This design comes from an exercise in tuning for small area, a short achievable clock period and few clock cycles on the open sky130 flow, not from production work. The RTL was checked by simulation tests, not by an equivalence proof against the original design. Power figures rest on the tool's default switching activity, not on a simulated workload.

==> quartz <==
==> flow/design.v (excerpt) <==
module dut (
    input clk,
    input rst,
    input start,
    input [7:0] a,
    input [7:0] b,
    output reg [7:0] y,
    output reg ready
);
    wire [2:0] L = a[2:0];
    wire [3:0] H = a[6:3];
    wire [5:0] L2 = L * L;
    wire [3:0] P = H * L;                  
    wire c2 = b[7] | b[6];                                         
    wire c1 = (~b[7] & ~b[6] & (b[5] | b[4] | b[3]))               
            | (b[7] & b[6] & (b[5] | (b[4] & b[3])));              
    wire r1 = ~b[7] & ~b[6] & ~b[5] & ~b[4] & ~b[3] & (b[2] | b[1] | b[0]);   
    wire r3 = ~b[7] & ~b[6] & (b[5] | (b[4] & b[3] & (b[2] | (b[1] & b[0]))));  
    wire r5 = (~b[7] & b[6] & b[5] & b[4] & b[3] & b[2] & (b[1] | b[0]))       
            | (b[7] & ~(b[6] & (b[5] | (b[4] & b[3]))));                        
    wire c0 = r1 | r3 | r5;
    wire [5:0] lo = L2 + {3'd0, c2, c1, c0};
    wire [3:0] hi = P + {a[3], 2'b00} + {2'b00, lo[5:4]};
    always @(posedge clk) begin
        y     <= {hi, lo[3:0]};
        ready <= start & ~rst;
    end
endmodule
export LEC_CHECK = 0
export CAP_MARGIN = 20
export CORE_AREA = 3 3 61 61
export DIE_AREA = 0 0 64 64
export SETUP_SLACK_MARGIN = 3.3
export SLEW_MARGIN = 20
create_clock -name core_clock -period 5.0 [get_ports {clk}]
standard.sh (not shown) runs the stock make flow with config.mk's settings and CLKGATE_MAP_FILE= SYNTH_SCRIPT=/design/flow/synth_recipe.tcl, a recipe that flattens the netlist after the stock synthesis.
==> flow/flow/run.sh <==
#!/bin/bash
# The standard ORFS layout (standard.sh) with three changes:
#  - synthesis maps the logic with flow/map.abc (see flow/mysynth.tcl);
#  - no full-adder extraction (ADDER_MAP_FILE empty), so ABC sees all logic;
#  - the port buffers are plain buf_1 cells.
set -euo pipefail
here=$(pwd)
bash standard.sh "SYNTH_SCRIPT=$here/flow/mysynth.tcl" ADDER_MAP_FILE= \
  "BUFFER_PORTS_ARGS=-buffer_cell sky130_fd_sc_hd__buf_1" finish > standard_flow.log 2>&1
==> flow/flow/map.abc <==
strash
&get -n
&deepsyn -T 30
&put
if -g
strash
dch
map
topo
stime -c
==> flow/flow/mysynth.tcl <==
# The standard synthesis script (synth_recipe.tcl), with ORFS's ABC mapping
# script replaced by flow/map.abc.
set my_abc_script [file join [file dirname [file normalize [info script]]] map.abc]
proc synth {args} { yosys synth -nofsm -noshare {*}$args }
proc abc {args} {
  set i [lsearch -exact $args -script]
  if { $i >= 0 } { lset args [expr {$i + 1}] $::my_abc_script }
  yosys abc {*}$args
}
source $::env(SCRIPTS_DIR)/synth.tcl
# left out here: clear keep_hierarchy, flatten, clean up, hide names made inside functions, write 1_2_yosys.v
==> inputs of juniper, as changes to quartz <==
==> flow/flow/map.abc (replaced) <==
strash
&get -n
&deepsyn -J 1000
&put
dch
map
topo
stime -c
--- a/flow/config.mk
+++ b/flow/config.mk
@@ -8,5 +8,6 @@
 export CAP_MARGIN = 20
 export CORE_AREA = 3 3 61 61
 export DIE_AREA = 0 0 64 64
-export SETUP_SLACK_MARGIN = 3.3
+export GPL_TIMING_DRIVEN = 1
+export SETUP_SLACK_MARGIN = 3.1
 export SLEW_MARGIN = 20
==> comparison <==
- Power: juniper is smaller than quartz (about 8%).
- Between quartz and juniper, the lower first-iteration DRC count is in quartz (gap about 20%, measured against juniper).
- In quartz the synthesized cell count is smaller than in juniper, by 2.4%.
- In sequential cell count, quartz and juniper do not differ.
- Against juniper, the combinational power of quartz is larger by 35%.
- In quartz the maximum frequency is larger than in juniper, by 0.74%.
- Worst setup slack: juniper is worse than quartz (0.013 ns).
- Between quartz and juniper, the lower clock power is in quartz (gap about 3%, measured against juniper).
- Between juniper and quartz, the lower critical path depth is in quartz (gap 2).
- Die area is the same in quartz and juniper.
Testbench counts of quartz, summed over its fixed seeds: cycles 768.
Testbench counts of juniper, summed over its fixed seeds: cycles 768.

* * *

==> inputs of v36 <==
Starting RTL as in the previous note.
clock: 5.0 ns
lec_check: 0
cap_margin: 20
core_area: 3 3 61 61
die_area: 0 0 64 64
setup_slack_margin: 3.1
slew_margin: 20
==> flow/flow/run.sh <==
#!/bin/bash
# The standard ORFS layout (standard.sh) with three changes:
#  - synthesis maps the logic with flow/map.abc (see flow/mysynth.tcl);
#  - no full-adder extraction (ADDER_MAP_FILE empty), so ABC sees all logic;
#  - the port buffers are plain buf_1 cells.
set -euo pipefail
here=$(pwd)
bash standard.sh "SYNTH_SCRIPT=$here/flow/mysynth.tcl" ADDER_MAP_FILE= SETUP_MOVE_SEQUENCE=sizeup,swap \
  "BUFFER_PORTS_ARGS=-buffer_cell sky130_fd_sc_hd__buf_1" finish > standard_flow.log 2>&1
==> flow/flow/map.abc <==
strash
&get -n
&deepsyn -J 1000
&put
dch
map
topo
stime -c
Scripts as last shown in full above: flow/flow/mysynth.tcl
==> v12: changes against v36 <==
--- a/flow/flow/run.sh
+++ b/flow/flow/run.sh
@@ -7,3 +7,3 @@
 here=$(pwd)
-bash standard.sh "SYNTH_SCRIPT=$here/flow/mysynth.tcl" ADDER_MAP_FILE= SETUP_MOVE_SEQUENCE=sizeup,swap \
+bash standard.sh "SYNTH_SCRIPT=$here/flow/mysynth.tcl" ADDER_MAP_FILE= \
   "BUFFER_PORTS_ARGS=-buffer_cell sky130_fd_sc_hd__buf_1" finish > standard_flow.log 2>&1
==> flow/flow/map.abc (replaced) <==
strash
&get -n
&deepsyn -T 30
&put
if -g
strash
dch
map
topo
stime -c
Settings changed: SETUP_SLACK_MARGIN 3.1 to 3.6.
==> comparison table <==
Outcome: v12 complete, no violations; v36 complete, no violations
Synthesized area: v12 553 um^2; v36 556 um^2
Number of global-route vias before repair: v12 579; v36 560
Clock-pin slew on the worst setup and hold paths: v12 0.06 ns; v36 0.05 ns
Sw Pwr: v12 0.0623 mW; v36 0.0570 mW
Register fraction of the total cell area: v12 0.180; v36 0.239
Placement-stage worst setup slack: v12 2.63 ns; v36 2.70 ns
Final Core Density: v12 0.320; v36 0.241
Area share of the largest cell type after synthesis: v12 0.326; v36 0.324
Number of nets in the synthesized netlist: v12 100; v36 102
Post-synthesis compound-gate area fraction: v12 0.222; v36 0.248
Multi-input comb cells: v12 62; v36 63
Clock share of power: v12 0.250; v36 0.288
Global-route usage over all layers: v12 0.0711; v36 0.0758
Number of violations reported at the end of detailed-routing iteration 0: v12 4; v36 25
Total length of routed met3 wires: v12 123 um; v36 74 um
Fraction of standard cell area in multi-input logic: v12 0.427; v36 0.459
Count of buffers not belonging to the clock network in the layout: v12 34; v36 26
Maximum number of pins on one net before global-route repair: v12 10; v36 12
Tmin final: v12 1.79 ns; v36 1.83 ns
Testbench counts of v36, summed over its fixed seeds: cycles 768.
Testbench counts of v12, summed over its fixed seeds: cycles 768.

## port drivers added, routing unchanged
The results above use ideal ports. As a check the final layouts listed here were re-extracted and re-timed, cells and wires unchanged.
Step 1 (the two cells are an assumption about what drives the block):
set clk [get_ports {clk}]
set_driving_cell -lib_cell sky130_fd_sc_hd__clkbuf_16 $clk
set_driving_cell -lib_cell sky130_fd_sc_hd__buf_2 [delete_from_list [all_inputs] $clk]
Step 2 also shifts input and output timing later by t, the mid clock arrival at the registers, as if the neighbouring blocks saw the same clock.
Slacks: no drivers / after step 1 / after step 2; pairs: no drivers / after step 1.
run	t (ns)	setup slack, ns	worst setup path after step 2
quartz	0.267	3.181 / 3.138 / 2.871	input to register
juniper	0.272	3.168 / 3.166 / 2.894	input to register
v36	0.272	3.168 / 3.166 / 2.894	input to register
v12	0.271	3.207 / 3.166 / 2.896	input to register
After both steps setup and hold are still met in every run listed. For v12, which loses most, drivers alone change the setup slack by -0.041 ns; drivers and shift together by -0.311 ns.
